From an optimization exercise on the open Yosys and OpenROAD flow, aimed at small area; shortcuts taken in it are not production practice.
At most, simulation tests tie the RTL to the original design; equivalence was not proved.
The clock port is modelled as an ideal driver, which makes a skipped or thinned clock tree look cheaper than it is; a real chip needs a root buffer or a tree.
Power is estimated from default activity; no workload was simulated.

==> module elevator, before the edit <==
module elevator(
	input [63:0] requested_floor,
	input [63:0] destination_floor_elevator1,
	input [63:0] destination_floor_elevator2,
	input [63:0] current_floor_elevator1,
	input [63:0] current_floor_elevator2,
	input clk,
	input reset_elevator1,
	input in_emergency_elevator1,
	input reset_elevator2,
	input in_emergency_elevator2,
	output reg [1:0] direction_elevator1,
	output reg [1:0] direction_elevator2,
	output reg request_taken,
	output reg elevator1_status,
	output reg elevator2_status,
	output arrived_elevator1,
	output arrived_elevator2,
	output reg emergency_signal_elevator1,
	output reg emergency_signal_elevator2,
	output [63:0] current_floor_output_elevator1,
	output [63:0] current_floor_output_elevator2,
	output [63:0] final_floor_elevator1,
	output [63:0] final_floor_elevator2
	);
function [5:0] enc;
	input [63:0] x;
	reg [7:0] row, col;
	integer i;
	begin
		for (i = 0; i < 8; i = i + 1) begin
			row[i] = |x[8*i +: 8];
			col[i] = x[i] | x[8+i] | x[16+i] | x[24+i] | x[32+i] | x[40+i] | x[48+i] | x[56+i];
		end
		enc[0] = col[1] | col[3] | col[5] | col[7];
		enc[1] = col[2] | col[3] | col[6] | col[7];
		enc[2] = col[4] | col[5] | col[6] | col[7];
		enc[3] = row[1] | row[3] | row[5] | row[7];
		enc[4] = row[2] | row[3] | row[6] | row[7];
		enc[5] = row[4] | row[5] | row[6] | row[7];
	end
endfunction
function [63:0] dec;
	input [5:0] k;
	reg [7:0] row, col;
	integer i;
	begin
		row = 8'd1 << k[5:3];
		col = 8'd1 << k[2:0];
		for (i = 0; i < 64; i = i + 1)
			dec[i] = row[i / 8] & col[i % 8];
	end
endfunction
function [5:0] step;
	input [5:0] c;
	input up, dn;
	reg u, d;
	integer i;
	begin
		u = up;
		d = dn;
		for (i = 0; i < 6; i = i + 1) begin
			step[i] = c[i] ^ (u | d);
			u = u & c[i];
			d = d & !c[i];
		end
	end
endfunction
reg [5:0] cur1, cur2, fin1, fin2;
assign current_floor_output_elevator1 = dec(cur1);
assign current_floor_output_elevator2 = dec(cur2);
assign final_floor_elevator1 = dec(fin1);
assign final_floor_elevator2 = dec(fin2);
wire [5:0] req = enc(requested_floor);
wire [5:0] dst1 = enc(destination_floor_elevator1);
wire [5:0] dst2 = enc(destination_floor_elevator2);
wire [5:0] ld1 = enc(current_floor_elevator1);
wire [5:0] ld2 = enc(current_floor_elevator2);
wire take1 = !elevator1_status && !request_taken && fin2 != req && cur1 == dst1;
wire take2 = !take1 && !elevator2_status && !request_taken && fin1 != req && cur2 == dst2;
wire [5:0] f1 = reset_elevator1 ? dst1 : take1 ? req : fin1;
wire [5:0] c1 = reset_elevator1 ? ld1 : cur1;
wire [5:0] f2 = reset_elevator2 ? dst2 : take2 ? req : fin2;
wire [5:0] c2 = reset_elevator2 ? ld2 : cur2;
wire up1 = !in_emergency_elevator1 && f1 > c1;
wire dn1 = !in_emergency_elevator1 && f1 < c1;
wire eq1 = f1 == c1;
wire up2 = !in_emergency_elevator2 && f2 > c2;
wire dn2 = !in_emergency_elevator2 && f2 < c2;
wire eq2 = f2 == c2;
wire moving1 = elevator1_status & !emergency_signal_elevator1;
wire moving2 = elevator2_status & !emergency_signal_elevator2;
always @* begin
	direction_elevator1[1] = moving1 & !direction_elevator1[0];
	direction_elevator2[1] = moving2 & !direction_elevator2[0];
end
assign arrived_elevator1 = !moving1;
assign arrived_elevator2 = !moving2;
always @(posedge clk) begin
	fin1 <= f1;
	fin2 <= f2;
	cur1 <= step(c1, up1, dn1);
	cur2 <= step(c2, up2, dn2);
	direction_elevator1[0] <= up1;
	direction_elevator2[0] <= up2;
	emergency_signal_elevator1 <= in_emergency_elevator1;
	emergency_signal_elevator2 <= in_emergency_elevator2;
	elevator1_status <= !eq1 && (!in_emergency_elevator1 || (!reset_elevator1 && elevator1_status));
	elevator2_status <= !eq2 && (!in_emergency_elevator2 || (!reset_elevator2 && elevator2_status));
	request_taken <= (request_taken | take1 | take2) & !reset_elevator1 & !reset_elevator2 & !eq1 & !eq2;
end
endmodule
clock: 10.0 ns
lec_check: 0
cap_margin: 0
core_area: 10 10 210 210
die_area: 0 0 220 220
gpl_timing_driven: 0
slew_margin: 0
standard.sh (not shown) runs the stock make flow with config.mk's settings and CLKGATE_MAP_FILE= SYNTH_SCRIPT=/design/flow/synth_recipe.tcl, a recipe that flattens the netlist after the stock synthesis.
==> flow/flow/run.sh <==
#!/bin/bash
# The standard ORFS layout, with an area-oriented synthesis (flow/synth.tcl), the
# smallest buffer cell for the port buffers and a one-level clock tree of three buffers (flow/cts.tcl).
# Full tool output: standard_flow.log and orfs/logs/.
set -euo pipefail
export MY_WORK=$(pwd)
export MY_ABC_SCRIPT=$MY_WORK/flow/area.script
export BUFFER_PORTS_ARGS="-buffer_cell sky130_fd_sc_hd__buf_1"
export PRE_CTS_TCL=$MY_WORK/flow/cts.tcl
export MY_CLOCK_PORT=clk
export MY_CLOCK_BUF=sky130_fd_sc_hd__clkbuf_8
export MY_CLOCK_GROUPS=3
bash standard.sh SYNTH_SCRIPT=$MY_WORK/flow/synth.tcl finish > standard_flow.log 2>&1
Other scripts of this flow, unchanged in this note and not shown: flow/flow/area.script, flow/flow/cts.tcl, flow/flow/synth.tcl
Next try:
--- a/flow/design.v
+++ b/flow/design.v
@@ -85,27 +85,21 @@
 wire up1 = !in_emergency_elevator1 && f1 > c1;
 wire dn1 = !in_emergency_elevator1 && f1 < c1;
 wire eq1 = f1 == c1;
 wire up2 = !in_emergency_elevator2 && f2 > c2;
 wire dn2 = !in_emergency_elevator2 && f2 < c2;
 wire eq2 = f2 == c2;
-wire moving1 = elevator1_status & !emergency_signal_elevator1;
-wire moving2 = elevator2_status & !emergency_signal_elevator2;
-always @* begin
-	direction_elevator1[1] = moving1 & !direction_elevator1[0];
-	direction_elevator2[1] = moving2 & !direction_elevator2[0];
-end
-assign arrived_elevator1 = !moving1;
-assign arrived_elevator2 = !moving2;
+assign arrived_elevator1 = !(direction_elevator1[0] | direction_elevator1[1]);
+assign arrived_elevator2 = !(direction_elevator2[0] | direction_elevator2[1]);
 always @(posedge clk) begin
 	fin1 <= f1;
 	fin2 <= f2;
 	cur1 <= step(c1, up1, dn1);
 	cur2 <= step(c2, up2, dn2);
-	direction_elevator1[0] <= up1;
-	direction_elevator2[0] <= up2;
+	direction_elevator1 <= {dn1, up1};
+	direction_elevator2 <= {dn2, up2};
 	emergency_signal_elevator1 <= in_emergency_elevator1;
 	emergency_signal_elevator2 <= in_emergency_elevator2;
 	elevator1_status <= !eq1 && (!in_emergency_elevator1 || (!reset_elevator1 && elevator1_status));
 	elevator2_status <= !eq2 && (!in_emergency_elevator2 || (!reset_elevator2 && elevator2_status));
 	request_taken <= (request_taken | take1 | take2) & !reset_elevator1 & !reset_elevator2 & !eq1 & !eq2;
 end
- setup slack improves by 0.25 ns
- die area stays the same
- design area is about the same
- critical path depth drops by 1
- flip-flop and latch count climbs by 2
- total power climbs by a quarter to a third
Function not checked in the first run of this note: the RTL went through the layout flow alone. No run of this note takes its clock network from TritonCTS; it comes from the design's own scripts or RTL.

[re-timing with driven ports]
In the flow no input, the clock included, has a driving cell. The finished layouts below were timed again as built, in two steps.
Step 1: set_driving_cell puts a clkbuf_16 on clk and a buf_2 on each other input, an assumption about the parent block.
Step 2, shift: input delay + t, output delay - t, t = (earliest + latest rising clock arrival at the registers) / 2. This alone moves slack from input paths to output paths.
Three values: no drivers, after step 1, after step 2; two values: the first two.
run | t, ns | setup WS [ns] | worst setup path at the end | worst data-port slew with drivers (ns) | cell pins on the clock port's net
the first run | 0.202 | 1.143 / 1.143 / 0.942 | input to register | 0.09 | 3
the second run | 0.200 | 1.396 / 1.430 / 1.230 | input to register | 0.08 | 3
After both steps every run listed still meets setup and hold. For the first run, which loses most, drivers alone change the setup slack by 0.000 ns; drivers and shift together by -0.201 ns.
